Background: an optimization exercise with open tools, aiming at small area. Do not read the settings as production practice. At most, simulation tests tie the RTL to the original design; equivalence was not proved. Power figures rest on the tool's default switching activity, not on a simulated workload.

== the baseline ==
==> flow/design.v <==
module SYS_CTRL(
input wire clk,
input wire rst_n,
input wire [7:0] rx_data,
input wire rx_valid,
input wire tx_busy,
output wire [7:0] tx_data,
output wire tx_valid,
output wire [7:0] uart_config,
output wire [7:0] div_ratio
);
localparam [3:0] S_CLR = 4'd0, S_IDLE = 4'd1, S_WA = 4'd2, S_WD = 4'd3,
                 S_RA = 4'd4, S_RD = 4'd5, S_CA = 4'd6, S_CB = 4'd7,
                 S_EX = 4'd8, S_SHA = 4'd9, S_SHB = 4'd10, S_FN = 4'd11,
                 S_OF1 = 4'd12, S_OF2 = 4'd13;
reg [3:0] state;
reg [3:0] areg;         
reg       rd;           
reg [6:0] cnt;          
reg       c;            
reg       fl;           
reg       dly;          
reg       pend;         
reg [1:0] ph3;          
reg [1:0] ph4;          
reg [15:0] s;
reg [7:0] r0, r1, r2, r3;
reg [95:0] ring;
wire clr = (state == S_CLR);
wire rxv = rx_valid;
wire [7:0] rxd = rx_data & {8{~clr}};
reg [1:0] m3;
always @(*) begin
  case (areg)
    4'd0, 4'd3, 4'd6, 4'd9, 4'd12, 4'd15: m3 = 2'd1;   
    4'd1, 4'd4, 4'd7, 4'd10, 4'd13:       m3 = 2'd0;
    default:                              m3 = 2'd2;
  endcase
end
wire [2:0] p3s = {1'b0, m3} + {1'b0, ph3};
wire [1:0] pos3 = (p3s >= 3'd3) ? p3s - 3'd3 : p3s[1:0];
wire [1:0] pos4 = areg[1:0] + ph4;
wire ring_addr = (areg[3:2] != 2'b00);
wire ip_hit = (pos3 == 2'd2);                   
wire tap_hit = (pos3 == 2'd0) & (pos4 == 2'd0);  
wire wd_now = (state == S_WD) & rxv;
wire wr_ring = ((wd_now & ring_addr) | pend) & ip_hit;
wire [7:0] wbyte = pend ? s[7:0] : rxd;    
wire ins0 = clr | (wr_ring & (pos4 == 2'd3));
wire ins3 = clr | (wr_ring & (pos4 == 2'd2));
wire ins6 = clr | (wr_ring & (pos4 == 2'd1));
wire ins9 = clr | (wr_ring & (pos4 == 2'd0));
always @(posedge clk) begin
  ring[7:0]   <= ins0 ? wbyte : ring[95:88];
  ring[15:8]  <= ring[7:0];
  ring[23:16] <= ring[15:8];
  ring[31:24] <= ins3 ? wbyte : ring[23:16];
  ring[39:32] <= ring[31:24];
  ring[47:40] <= ring[39:32];
  ring[55:48] <= ins6 ? wbyte : ring[47:40];
  ring[63:56] <= ring[55:48];
  ring[71:64] <= ring[63:56];
  ring[79:72] <= ins9 ? wbyte : ring[71:64];
  ring[87:80] <= ring[79:72];
  ring[95:88] <= ring[87:80];
end
always @(posedge clk or negedge rst_n) begin
  if (!rst_n) begin
    ph3 <= 2'd0;
    ph4 <= 2'd0;
    pend <= 1'b0;
  end else begin
    ph3 <= (ph3 == 2'd2) ? 2'd0 : ph3 + 2'd1;
    ph4 <= ph4 + 2'd1;
    if (wd_now & ring_addr & ~ip_hit)
      pend <= 1'b1;
    else if (pend & ip_hit)
      pend <= 1'b0;
  end
end
always @(posedge clk) begin
  if (clr | (wd_now & (areg == 4'd0)) | ((state == S_CA) & rxv))
    r0 <= rxd;
  if (clr | (wd_now & (areg == 4'd1)) | ((state == S_CB) & rxv))
    r1 <= rxd;
end
always @(posedge clk or negedge rst_n) begin
  if (!rst_n) begin
    r2 <= 8'h21;
    r3 <= 8'h08;
  end else begin
    if (wd_now & (areg == 4'd2)) r2 <= rx_data;
    if (wd_now & (areg == 4'd3)) r3 <= rx_data;
  end
end
assign uart_config = r2;
assign div_ratio = r3;
wire [3:0] k = cnt[3:0];
wire [2:0] j = cnt[6:4];
wire lo = ~k[3];
wire [3:0] f = areg;
wire f_sub = ~rd & (f == 4'd1);
wire f_mul = ~rd & (f == 4'd2);
wire f_div = ~rd & (f == 4'd3);
wire f_log = ~rd & (f >= 4'd4) & (f <= 4'd9);
wire f_cmp = ~rd & ((f == 4'd10) | (f == 4'd11) | (f == 4'd12));
wire f_shr = ~rd & (f == 4'd13);
wire f_shl = ~rd & (f == 4'd14);
wire f_zero = ~rd & (f == 4'd15);
reg [4:0] off;
always @(*) begin
  if (f_mul)      off = {2'b00, j};
  else if (f_shr) off = 5'h1f;
  else            off = 5'd0;
end
wire [4:0] d = {1'b0, k} - off;
wire vd = (d[4:3] == 2'b00);
wire [2:0] ia = f_div ? ~j : d[2:0];
wire [2:0] ib = f_mul ? j : k[2:0];
wire [7:0] opa = (rd & areg[1]) ? r2 : r0;
wire [7:0] opb = (rd & areg[1]) ? r3 : r1;
wire a_bit = opa[ia];
wire b_bit = opb[ib];
wire av = a_bit & vd;
wire bv = b_bit & lo;
wire bz = (r1 == 8'd0);
wire first = (k == 4'd0);
reg x, y, cinit, cforce, cval, selc, inv;
always @(*) begin
  x = av; y = bv; cinit = 1'b0; cforce = 1'b0; cval = 1'b0; selc = 1'b0; inv = 1'b0;
  if (rd) begin
    x = areg[0] ? bv : av; y = 1'b0; cforce = 1'b1;
  end
  if (f_sub | f_cmp) begin y = ~bv; cinit = 1'b1; end
  if (f_shl) y = av;
  if (f_shr | f_zero) begin y = 1'b0; cforce = 1'b1; end
  if (f_zero) x = 1'b0;
  if (f_log) begin
    cforce = 1'b1;
    cval = f[0];                  
    selc = ~f[3];                 
    inv = f[2] & f[1];            
  end
  if (f_mul) begin x = s[0] & (j != 3'd0); y = av & b_bit; end
  if (f_div) begin x = first ? a_bit : (dly & (j != 3'd0)); y = bv ^ fl; cinit = fl; end
end
wire ce = cforce ? cval : (first ? cinit : c);
wire sum = x ^ y ^ ce;
wire cout = (x & y) | (x & ce) | (y & ce);
reg sin;
always @(*) begin
  if (f_div)
    sin = lo ? sum : ((k == 4'd8) ? (~sum & ~bz) : dly);
  else if (f_cmp & (j != 3'd0))
    sin = (k == 4'd0) ? ((f[1:0] == 2'd2) & fl | f[2] & ~c) :
          (k == 4'd1) ? ((f[1:0] == 2'd3) & c & ~fl | f[2] & ~c) : 1'b0;
  else
    sin = (selc ? cout : sum) ^ inv;
end
wire ex = (state == S_EX);
wire last = (cnt == 7'd127);
always @(posedge clk) begin
  if (ex) begin
    dly <= s[0];
    if (~(f_cmp & (j != 3'd0)))
      c <= cout;
    if (f_div & (k == 4'd8))
      fl <= ~sum;
    if (f_cmp & (j == 3'd0) & lo)
      fl <= fl & ~(av ^ bv);
  end else
    fl <= 1'b1;
end
wire of1_go = (state == S_OF1) & ~tx_busy & ~rd;
wire shift = ex | (state == S_SHA) | (state == S_SHB) | of1_go;
wire sbit = ex & sin;
wire ld = (state == S_WD) | (state == S_RD);
wire [7:0] pbus = (state == S_WD) ? rx_data : ring[7:0];
always @(posedge clk) begin
  s[15:8] <= {sbit, s[15:9]};
  if (shift)
    s[7:0] <= s[8:1];
  else if (ld)
    s[7:0] <= pbus;
end
assign tx_data = s[7:0];
assign tx_valid = (state == S_OF1) | (state == S_OF2);
always @(posedge clk) begin
  cnt <= shift ? cnt + 7'd1 : 7'd0;
  if ((state == S_WA | state == S_RA | state == S_FN) & rxv)
    areg <= rx_data[3:0];
  if (state == S_RA)
    rd <= 1'b1;
  else if (state == S_FN)
    rd <= 1'b0;
end
always @(posedge clk or negedge rst_n) begin
  if (!rst_n)
    state <= S_CLR;
  else begin
    case (state)
      S_CLR:  if (ph3 == 2'd2) state <= S_IDLE;
      S_IDLE: if (rxv) begin
                if (rx_data == 8'hAA) state <= S_WA;
                else if (rx_data == 8'hBB) state <= S_RA;
                else if (rx_data == 8'hCC) state <= S_CA;
                else if (rx_data == 8'hDD) state <= S_FN;
              end
      S_WA:   if (rxv) state <= S_WD;
      S_WD:   if (rxv) state <= S_IDLE;
      S_RA:   if (rxv) state <= (rx_data[3:2] == 2'b00) ? S_EX : S_RD;
      S_RD:   if (tap_hit) state <= S_OF1;
      S_CA:   if (rxv) state <= S_CB;
      S_CB:   if (rxv) state <= S_FN;
      S_FN:   if (rxv) state <= S_EX;
      S_EX:   if (last) state <= f_div ? S_SHA : S_OF1;
      S_SHA:  if (cnt[2:0] == 3'd7) state <= S_OF1;
      S_OF1:  if (~tx_busy) state <= rd ? S_IDLE : S_SHB;
              else if (~rd) state <= S_EX;
      S_SHB:  if (cnt[2:0] == 3'd7) state <= S_OF2;
      S_OF2:  if (~tx_busy) state <= S_IDLE;
      default: state <= S_IDLE;
    endcase
  end
end
endmodule
clock: 40.0 ns
lec_check: 0
abc_area: 1
cap_margin: 20
core_margin: 2
core_utilization: 40
slew_margin: 20
standard.sh (not shown) runs the stock make flow with config.mk's settings and CLKGATE_MAP_FILE= SYNTH_SCRIPT=/design/flow/synth_recipe.tcl, a recipe that flattens the netlist after the stock synthesis.
==> flow/flow/run.sh <==
#!/bin/bash
# Layout flow: the standard flow (standard.sh) with these changes:
#  - synthesis maps with an area-oriented ABC script (flow/abc_area.script:
#    no buffering or upsizing inside ABC) and buffers pass-through wires
#    with buf_1 instead of buf_4; registers are mapped exactly as in the
#    standard synthesis;
#  - port buffers are buf_1;
#  - the clock tree is built from clkbuf_8 without dummy loads.
# Each tool's output goes to its own log file in this folder.
set -euo pipefail
W=$(pwd)
rm -rf "$W/scripts_area"
cp -r "$FLOW_HOME/scripts" "$W/scripts_area"
cp "$W/flow/abc_area.script" "$W/scripts_area/abc_area.script"
bash standard.sh SCRIPTS_DIR="$W/scripts_area" ABC_AREA=1 \
  "MIN_BUF_CELL_AND_PORTS=sky130_fd_sc_hd__buf_1 A X" synth > "$W/synth.log" 2>&1
bash standard.sh "BUFFER_PORTS_ARGS=-buffer_cell sky130_fd_sc_hd__buf_1" \
  "CTS_ARGS=-sink_clustering_enable -repair_clock_nets -buf_list sky130_fd_sc_hd__clkbuf_8 -dont_use_dummy_load" \
  finish > "$W/layout.log" 2>&1
==> flow/flow/abc_area.script <==
strash
&get -n
&st
&dch
&nf -R 1000 -p -F 8 -A 4
&put
topo
The following lists how the candidate was set up differently from the baseline:
--- a/flow/design.v
+++ b/flow/design.v
@@ -115,12 +115,12 @@
 end
 wire [4:0] d = {1'b0, k} - off;
 wire vd = (d[4:3] == 2'b00);
 wire [2:0] ia = f_div ? ~j : d[2:0];
 wire [2:0] ib = f_mul ? j : k[2:0];
-wire [7:0] opa = (rd & areg[1]) ? r2 : r0;
-wire [7:0] opb = (rd & areg[1]) ? r3 : r1;
+wire [7:0] opa = r0;
+wire [7:0] opb = r1;
 wire a_bit = opa[ia];
 wire b_bit = opb[ib];
 wire av = a_bit & vd;
 wire bv = b_bit & lo;
 wire bz = (r1 == 8'd0);
@@ -173,11 +173,11 @@
 end
 wire of1_go = (state == S_OF1) & ~tx_busy & ~rd;
 wire shift = ex | (state == S_SHA) | (state == S_SHB) | of1_go;
 wire sbit = ex & sin;
 wire ld = (state == S_WD) | (state == S_RD);
-wire [7:0] pbus = (state == S_WD) ? rx_data : ring[7:0];
+wire [7:0] pbus = (state == S_WD) ? rx_data : ring_addr ? ring[7:0] : areg[0] ? r3 : r2;
 always @(posedge clk) begin
   s[15:8] <= {sbit, s[15:9]};
   if (shift)
     s[7:0] <= s[8:1];
   else if (ld)
@@ -206,12 +206,12 @@
                 else if (rx_data == 8'hCC) state <= S_CA;
                 else if (rx_data == 8'hDD) state <= S_FN;
               end
       S_WA:   if (rxv) state <= S_WD;
       S_WD:   if (rxv) state <= S_IDLE;
-      S_RA:   if (rxv) state <= (rx_data[3:2] == 2'b00) ? S_EX : S_RD;
-      S_RD:   if (tap_hit) state <= S_OF1;
+      S_RA:   if (rxv) state <= (rx_data[3:1] == 3'b000) ? S_EX : S_RD;
+      S_RD:   if (tap_hit | ~ring_addr) state <= S_OF1;
       S_CA:   if (rxv) state <= S_CB;
       S_CB:   if (rxv) state <= S_FN;
       S_FN:   if (rxv) state <= S_EX;
       S_EX:   if (last) state <= f_div ? S_SHA : S_OF1;
       S_SHA:  if (cnt[2:0] == 3'd7) state <= S_OF1;
Notes after the runs:
The candidate: flow completed, timing, DRC and antenna clean
Per the comparison of the candidate with the baseline, xor-xnor portion of the synthesized cell area went down 0.28 points, met1 global-route usage went down 0.73 points.
Lower cell leakage power among the candidate and the baseline: the candidate
Clock skew for the candidate is lower than for the baseline.
Diff the baseline -> the candidate | post-route standard cell area excluding fillers | up slightly
Number of global-route vias before repair came out higher on the candidate than on the baseline.
Compare the candidate and the baseline | area added between synthesis and finish higher: the candidate
Delta (the candidate minus the baseline): multi-input combinational cell area held, post-synthesis compound-gate area fraction went up 0.94 points, sum of routed wire length over all layers went down about 1.5%, inverter count went up 4, count of plain and timing-repair buffers went up 2.
Measured against the baseline, the detailed route wirelength on metal3 of the candidate comes out at 1.2 times the reference value.
For the candidate, only the layout was checked, not whether the RTL still works.

-- re-timing with driven ports --
In the flow no input, the clock included, has a driving cell. The finished layouts below were timed again as built, in two steps.
Step 1, drivers: a clkbuf_16 drives clk and a buf_2 each remaining input, both assumed.
Step 2 also shifts input and output timing later by t, the mid clock arrival at the registers, as if the neighbouring blocks saw the same clock.
a / b / c = no drivers / after step 1 / after step 2; a / b = the first two.
run	t (ns)	slack for setup (ns)	worst hold slack (ns)
the baseline	0.467	30.410 / 30.423 / 29.957	0.317 / 0.317 / 0.317
the candidate	0.464	30.241 / 30.254 / 29.791	0.318 / 0.318 / 0.318
After both steps setup and hold are still met in every run listed. The setup slack of the baseline, which loses most, moves by +0.013 ns with the drivers and by -0.453 ns with both steps.
